Background: an optimization exercise with open tools, aiming at a short achievable clock period and few clock cycles. Do not read the settings as production practice.
In this exercise RTL edits were held to simulation tests only and were not proved equivalent to the original.
Power is estimated from default activity; no workload was simulated.

==> flow/design.v <==
module ks_add #(parameter W = 32) (
    input  wire [W-1:0] a,
    input  wire [W-1:0] b,
    input  wire         cin,
    output wire [W-1:0] s
);
    parameter L = 5;   
    wire [(L+1)*W-1:0] g;
    wire [(L+1)*W-1:0] p;
    wire [W-1:0] x = a ^ b;
    assign g[W-1:0] = (a & b) | {{(W-1){1'b0}}, cin & x[0]};
    assign p[W-1:0] = x;
    genvar i, k;
    generate
        for (k = 0; k < L; k = k + 1) begin : lvl
            for (i = 0; i < W; i = i + 1) begin : col
                if (i >= (1 << k)) begin : comb
                    assign g[(k+1)*W+i] = g[k*W+i] | (p[k*W+i] & g[k*W+i-(1<<k)]);
                    assign p[(k+1)*W+i] = p[k*W+i] & p[k*W+i-(1<<k)];
                end else begin : pass
                    assign g[(k+1)*W+i] = g[k*W+i];
                    assign p[(k+1)*W+i] = p[k*W+i];
                end
            end
        end
    endgenerate
    wire [W-1:0] c = {g[L*W +: W-1], cin};
    assign s = x ^ c;
endmodule
module register_file(
    input  wire        clk,
    input  wire        we3,
    input  wire [4:0]  a1, a2, a3,
    input  wire [31:0] wd3,
    output wire [31:0] rd1, rd2
);
    reg [31:0] rf[31:0];
    assign rd1 = rf[a1];
    assign rd2 = rf[a2];
    always @(posedge clk) begin
        if (we3) rf[a3] <= wd3;
    end
endmodule
module pc_reg(
    input  wire        clk,
    input  wire        rst,
    input  wire [31:0] pc_next,
    output reg  [31:0] pc
);
    always @(posedge clk or posedge rst) begin
        if (rst) pc <= 32'b0;
        else     pc <= pc_next;
    end
endmodule
module signext(input wire [15:0] a, output wire [31:0] y);
    assign y = {{16{a[15]}}, a};
endmodule
module sl2(input wire [31:0] a, output wire [31:0] y);
    assign y = {a[29:0], 2'b00};
endmodule
module mux2 #(parameter W=32) (
    input  wire [W-1:0] d0, d1,
    input  wire         s,
    output wire [W-1:0] y
);
    assign y = s ? d1 : d0;
endmodule
module mux3 #(parameter W=32) (
    input  wire [W-1:0] d0, d1, d2,
    input  wire [1:0]   s,
    output reg  [W-1:0] y
);
    always @* begin
        case (s)
            2'b00: y = d0;
            2'b01: y = d1;
            2'b10: y = d2;
            default: y = d0;
        endcase
    end
endmodule
module maindec(
    input  wire [5:0] op,
    output reg        memtoreg, memwrite,
    output reg        branch, alusrc,
    output reg        regdst, regwrite,
    output reg        jump,
    output reg  [1:0] aluop
);
    always @* begin
        memtoreg=0; memwrite=0; branch=0; alusrc=0;
        regdst=0; regwrite=0; jump=0; aluop=2'b00;
        case(op)
            6'b000000: begin regdst=1; regwrite=1; aluop=2'b10; end  
            6'b100011: begin memtoreg=1; regwrite=1; alusrc=1; aluop=2'b00; end  
            6'b101011: begin memwrite=1; alusrc=1; aluop=2'b00; end  
            6'b000100: begin branch=1; aluop=2'b01; end  
            6'b001000: begin regwrite=1; alusrc=1; aluop=2'b00; end  
            6'b000010: begin jump=1; end  
        endcase
    end
endmodule
module aludec(
    input  wire [5:0] funct,
    input  wire [1:0] aluop,
    output reg  [3:0] alucontrol
);
    always @* begin
        case (aluop)
            2'b00: alucontrol = 4'b0010;  
            2'b01: alucontrol = 4'b0110;  
            default: begin  
                case (funct)
                    6'b100000: alucontrol = 4'b0010;       
                    6'b100010: alucontrol = 4'b0110;       
                    6'b100100: alucontrol = 4'b0000;       
                    6'b100101: alucontrol = 4'b0001;       
                    6'b101010: alucontrol = 4'b0111;       
                    default:   alucontrol = 4'b0000;
                endcase
            end
        endcase
    end
endmodule
module controller_single(
    input  wire [5:0] op, funct,
    output wire       memtoreg, memwrite,
    output wire       branch, alusrc,
    output wire       regdst, regwrite,
    output wire       jump,
    output wire [3:0] alucontrol
);
    wire [1:0] aluop;
    maindec md(op, memtoreg, memwrite, branch, alusrc, regdst, regwrite, jump, aluop);
    aludec  ad(funct, aluop, alucontrol);
endmodule
module mips_single_cycle (
    input  wire        clk,
    input  wire        rst,
    output wire [31:0] imem_addr,
    input  wire [31:0] imem_rdata,
    output wire        dmem_we,
    output wire [31:0] dmem_addr,
    output wire [31:0] dmem_wdata,
    input  wire [31:0] dmem_rdata
);
    localparam OP_R = 6'b000000, OP_LW = 6'b100011, OP_SW = 6'b101011,
               OP_BEQ = 6'b000100, OP_ADDI = 6'b001000, OP_J = 6'b000010;
    reg  [31:0] pc;
    reg         valid_d;
    reg  [31:0] ir_d, pc4_d, ra_d, rb_d;
    reg         se_s, sw_s, sx_s, sr_s;
    reg         se_t, sw_t, sx_t, sr_t;
    reg         valid_e;
    reg  [31:0] a_e, b_e, sd_e, bt_e, ad_e;
    reg         add_e, sub_e, and_e, or_e, slt_e;
    reg         wr_e, ld_e, st_e, br_e;
    reg  [4:0]  rd_e;
    reg  [31:0] res_w;
    reg         wr_w;
    reg  [4:0]  rd_w;
    reg  [31:0] res_x;
    wire [31:0] sum, diff;
    ks_add #(32) add_s(a_e, b_e, 1'b0, sum);
    ks_add #(32) add_d(a_e, ~b_e, 1'b1, diff);
    wire        lt   = (a_e[31] & ~b_e[31]) | (~(a_e[31] ^ b_e[31]) & diff[31]);
    wire [31:0] alu  = ({32{add_e}} & sum) | ({32{sub_e}} & diff) |
                       ({32{and_e}} & (a_e & b_e)) | ({32{or_e}} & (a_e | b_e)) |
                       {31'b0, slt_e & lt};
    wire [31:0] res_e   = ld_e ? dmem_rdata : alu;
    wire        redir_e = valid_e & br_e & (a_e == b_e);
    wire [5:0]  op_d  = ir_d[31:26];
    wire [5:0]  fn_d  = ir_d[5:0];
    wire [4:0]  rs_d  = ir_d[25:21];
    wire [4:0]  rt_d  = ir_d[20:16];
    wire [4:0]  rdf_d = ir_d[15:11];
    wire [31:0] imm_d = {{16{ir_d[15]}}, ir_d[15:0]};
    wire is_r    = op_d == OP_R;
    wire is_lw   = op_d == OP_LW;
    wire is_sw   = op_d == OP_SW;
    wire is_beq  = op_d == OP_BEQ;
    wire is_addi = op_d == OP_ADDI;
    wire imm0    = ir_d[15:0] == 16'd0;
    wire same    = rs_d == rt_d;
    wire beq_d   = is_beq & ~imm0;
    wire [4:0] dst_d = is_r ? rdf_d : rt_d;
    wire wr_d    = (is_r | is_lw | is_addi) & (dst_d != 5'd0);
    wire r_add = is_r & (fn_d == 6'b100000);
    wire r_sub = is_r & (fn_d == 6'b100010);
    wire r_or  = is_r & (fn_d == 6'b100101);
    wire r_slt = is_r & (fn_d == 6'b101010);
    wire r_and = is_r & ~r_add & ~r_sub & ~r_or & ~r_slt;
    wire stall = valid_d & (is_lw | is_sw) & se_s;
    wire [31:0] rs_wx = ({32{sw_s}} & res_w) | ({32{sx_s}} & res_x) | ({32{sr_s}} & ra_d);
    wire [31:0] rt_wx = ({32{sw_t}} & res_w) | ({32{sx_t}} & res_x) | ({32{sr_t}} & rb_d);
    wire [31:0] rs_val = se_s ? res_e : rs_wx;
    wire [31:0] rt_val = se_t ? res_e : rt_wx;
    wire        alusrc = is_addi;
    wire [31:0] b_val  = (se_t & ~alusrc) ? res_e : (alusrc ? imm_d : rt_wx);
    wire        sumdep = add_e & (se_s ^ se_t);
    wire [31:0] kval   = se_s ? rt_wx : rs_wx;
    wire [31:0] rq     = a_e ^ b_e ^ kval;                  
    wire [31:0] co     = (a_e & b_e) | (rq & (a_e ^ b_e));  
    wire        eq_sum = ~rq[0] & (rq[31:1] == co[30:0]);
    wire        eq_wx  = rs_wx == rt_wx;
    wire        nodep  = ~se_s & ~se_t;
    wire        redir_d = valid_d & ~redir_e & beq_d &
                          (same | (nodep & eq_wx) | (sumdep & eq_sum));
    wire        br_d   = beq_d & ~same & ~nodep & ~sumdep;
    wire [31:0] ad_d;
    ks_add #(32) add_a(rs_wx, imm_d, 1'b0, ad_d);
    wire [4:0]  rs_f = imem_rdata[25:21];
    wire [4:0]  rt_f = imem_rdata[20:16];
    wire [31:0] rf1, rf2;
    register_file RF(clk, wr_w, rs_f, rt_f, rd_w, res_w, rf1, rf2);
    wire        wr_dv = valid_d & wr_d;
    wire        fe_s = wr_dv & (rs_f == dst_d);
    wire        fw_s = ~fe_s & wr_e & (rs_f == rd_e);
    wire        fx_s = ~fe_s & ~fw_s & wr_w & (rs_f == rd_w);
    wire        fr_s = ~fe_s & ~fw_s & ~fx_s & (rs_f != 5'd0);
    wire        fe_t = wr_dv & (rt_f == dst_d);
    wire        fw_t = ~fe_t & wr_e & (rt_f == rd_e);
    wire        fx_t = ~fe_t & ~fw_t & wr_w & (rt_f == rd_w);
    wire        fr_t = ~fe_t & ~fw_t & ~fx_t & (rt_f != 5'd0);
    wire [31:0] pc4;
    ks_add #(32) add_p(pc, 32'd4, 1'b0, pc4);
    wire        j_f   = imem_rdata[31:26] == OP_J;
    wire [31:0] jt_f  = {pc4[31:28], imem_rdata[25:0], 2'b00};
    wire [31:0] bt_d;
    ks_add #(32) add_b(pc4_d, {imm_d[29:0], 2'b00}, 1'b0, bt_d);
    wire [31:0] pc_f  = stall ? pc : j_f ? jt_f : pc4;
    wire [31:0] pc_next = redir_e ? bt_e : redir_d ? bt_d : pc_f;
    always @(posedge clk or posedge rst) begin
        if (rst) begin
            pc      <= 32'd0;
            valid_d <= 1'b0;
            valid_e <= 1'b0;
            wr_e <= 1'b0; ld_e <= 1'b0; st_e <= 1'b0; br_e <= 1'b0;
            wr_w <= 1'b0;
        end else begin
            pc <= pc_next;
            if (redir_e | redir_d) valid_d <= 1'b0;
            else if (!stall)       valid_d <= 1'b1;
            if (redir_e | stall | ~valid_d) begin
                valid_e <= 1'b0;
                wr_e <= 1'b0; ld_e <= 1'b0; st_e <= 1'b0; br_e <= 1'b0;
            end else begin
                valid_e <= 1'b1;
                wr_e <= wr_d; ld_e <= is_lw; st_e <= is_sw; br_e <= br_d;
            end
            wr_w <= wr_e;
        end
    end
    always @(posedge clk) begin
        if (stall) begin
            ra_d <= rs_wx;
            rb_d <= rt_wx;
            se_s <= 1'b0; sw_s <= se_s; sx_s <= 1'b0; sr_s <= ~se_s;
            se_t <= 1'b0; sw_t <= se_t; sx_t <= 1'b0; sr_t <= ~se_t;
        end else begin
            ir_d  <= imem_rdata;
            pc4_d <= pc4;
            ra_d  <= rf1;
            rb_d  <= rf2;
            se_s <= fe_s; sw_s <= fw_s; sx_s <= fx_s; sr_s <= fr_s;
            se_t <= fe_t; sw_t <= fw_t; sx_t <= fx_t; sr_t <= fr_t;
        end
        a_e   <= rs_val;
        b_e   <= b_val;
        sd_e  <= rt_val;
        bt_e  <= bt_d;
        ad_e  <= ad_d;
        rd_e  <= dst_d;
        add_e <= r_add | alusrc;
        sub_e <= r_sub;
        and_e <= r_and;
        or_e  <= r_or;
        slt_e <= r_slt;
        res_w <= res_e;
        rd_w  <= rd_e;
        res_x <= res_w;
    end
    assign imem_addr  = pc;
    assign dmem_we    = st_e;
    assign dmem_addr  = ad_e;
    assign dmem_wdata = sd_e;
endmodule
export LEC_CHECK = 0
export ABC_CLOCK_PERIOD_IN_PS = 2000
export CAP_MARGIN = 20
export CORE_MARGIN = 2
export CORE_UTILIZATION = 45
export SETUP_SLACK_MARGIN = 5.0
export SLEW_MARGIN = 20
create_clock -name core_clock -period 8.0 [get_ports {clk}]
standard.sh (not shown) runs the stock make flow with config.mk's settings and CLKGATE_MAP_FILE= SYNTH_SCRIPT=/design/flow/synth_recipe.tcl, a recipe that flattens the netlist after the stock synthesis.
==> flow/flow/run.sh <==
#!/bin/bash
# Standard ORFS layout (the standard.sh, unchanged synthesis script and
# registers), except that Yosys's full/half-adder extraction is skipped
# (ADDER_MAP_FILE empty) so that ABC maps the adders as plain logic.
set -euo pipefail
bash standard.sh ADDER_MAP_FILE= finish > make_finish.log 2>&1
The starting point completed without violations.
Testbench counts at the start, summed over its fixed seeds: cycles 45,528.
Rerun with:
--- a/flow/design.v
+++ b/flow/design.v
@@ -1,10 +1,9 @@
-module ks_add #(parameter W = 32) (
+module ks_add #(parameter W = 32, parameter L = 5) (
     input  wire [W-1:0] a,
     input  wire [W-1:0] b,
     input  wire         cin,
     output wire [W-1:0] s
 );
-    parameter L = 5;   
     wire [(L+1)*W-1:0] g;
     wire [(L+1)*W-1:0] p;
     wire [W-1:0] x = a ^ b;
@@ -26,6 +25,32 @@
     endgenerate
     wire [W-1:0] c = {g[L*W +: W-1], cin};
     assign s = x ^ c;
+endmodule
+module agu_add(
+    input  wire [31:0] base,
+    input  wire [15:0] off,
+    output wire [31:0] addr
+);
+    wire [15:0] lo;
+    wire        c16;
+    wire [15:0] hi = base[31:16];
+    ks_add #(16, 4) add_lo(base[15:0], off, 1'b0, lo);
+    assign c16 = (base[15] & off[15]) | ((base[15] ^ off[15]) & ~lo[15]);
+    wire [15:0] inc, dec;
+    genvar i;
+    generate
+        for (i = 0; i < 16; i = i + 1) begin : id
+            if (i == 0) begin : b0
+                assign inc[i] = ~hi[i];
+                assign dec[i] = ~hi[i];
+            end else begin : bn
+                assign inc[i] = hi[i] ^ (&hi[i-1:0]);
+                assign dec[i] = hi[i] ^ ~(|hi[i-1:0]);
+            end
+        end
+    endgenerate
+    wire s = off[15];
+    assign addr = {(c16 & ~s) ? inc : (~c16 & s) ? dec : hi, lo};
 endmodule
 module register_file(
     input  wire        clk,
@@ -197,18 +222,13 @@
     wire [31:0] rt_val = se_t ? res_e : rt_wx;
     wire        alusrc = is_addi;
     wire [31:0] b_val  = (se_t & ~alusrc) ? res_e : (alusrc ? imm_d : rt_wx);
-    wire        sumdep = add_e & (se_s ^ se_t);
-    wire [31:0] kval   = se_s ? rt_wx : rs_wx;
-    wire [31:0] rq     = a_e ^ b_e ^ kval;                  
-    wire [31:0] co     = (a_e & b_e) | (rq & (a_e ^ b_e));  
-    wire        eq_sum = ~rq[0] & (rq[31:1] == co[30:0]);
-    wire        eq_wx  = rs_wx == rt_wx;
-    wire        nodep  = ~se_s & ~se_t;
-    wire        redir_d = valid_d & ~redir_e & beq_d &
-                          (same | (nodep & eq_wx) | (sumdep & eq_sum));
-    wire        br_d   = beq_d & ~same & ~nodep & ~sumdep;
+    wire        zdep   = add_e & ((se_s & (rt_d == 5'd0)) | (se_t & (rs_d == 5'd0)));
+    wire [31:0] hx     = a_e ^ b_e;
+    wire        sum0   = ~hx[0] & (hx[31:1] == (a_e[30:0] | b_e[30:0]));
+    wire        redir_d = valid_d & ~redir_e & beq_d & (same | (zdep & sum0));
+    wire        br_d   = beq_d & ~same & ~zdep;
     wire [31:0] ad_d;
-    ks_add #(32) add_a(rs_wx, imm_d, 1'b0, ad_d);
+    agu_add add_a(rs_wx, ir_d[15:0], ad_d);
     wire [4:0]  rs_f = imem_rdata[25:21];
     wire [4:0]  rt_f = imem_rdata[20:16];
     wire [31:0] rf1, rf2;
Setup slack is better by 0.22 ns. Area after synthesis falls slightly. Total power falls by a few percent. Utilization falls by 0.90 points. Routed wire length falls by a few percent. Die area falls slightly. Via count falls by a few percent. Sequential share of layout area rises by 1.4 points. Final cell count falls by a few percent. Final area falls by a few percent. Hold slack hardly moves. Non-clock buffer count falls by 120. Register-to-register slack is better by 0.22 ns. First-iteration DRC count falls by a few percent.
Testbench counts after the change, summed over its fixed seeds: cycles 45,562.

-- afterwards: timing with drivers on the ports --
The results above use ideal ports. As a check the final layouts listed here were re-extracted and re-timed, cells and wires unchanged. Step 1 (the two cells are an assumption about what drives the block):
set clk [get_ports {clk}]
set_driving_cell -lib_cell sky130_fd_sc_hd__clkbuf_16 $clk
set_driving_cell -lib_cell sky130_fd_sc_hd__buf_2 [delete_from_list [all_inputs] $clk]
Step 2 adds t to the input delays and takes it off the output delays; t is the mean of the earliest and latest rising clock arrival at the registers after step 1. Input paths then give back, and output paths get back, about the clock's delay inside the block. Three values: ideal ports, drivers, drivers and shift; two values: the first two.
run	shift t [ns]	slack for setup (ns)	worst hold slack (ns)	cell pins on the clock port's net
the first run	0.883	4.323 / 4.323 / 3.801	0.370 / 0.370 / 0.370	1
the second run	0.887	4.545 / 4.545 / 3.955	0.373 / 0.373 / 0.373	1
After both steps setup and hold are still met in every run listed. For the second run, which loses most, drivers alone change the setup slack by 0.000 ns; drivers and shift together by -0.590 ns.
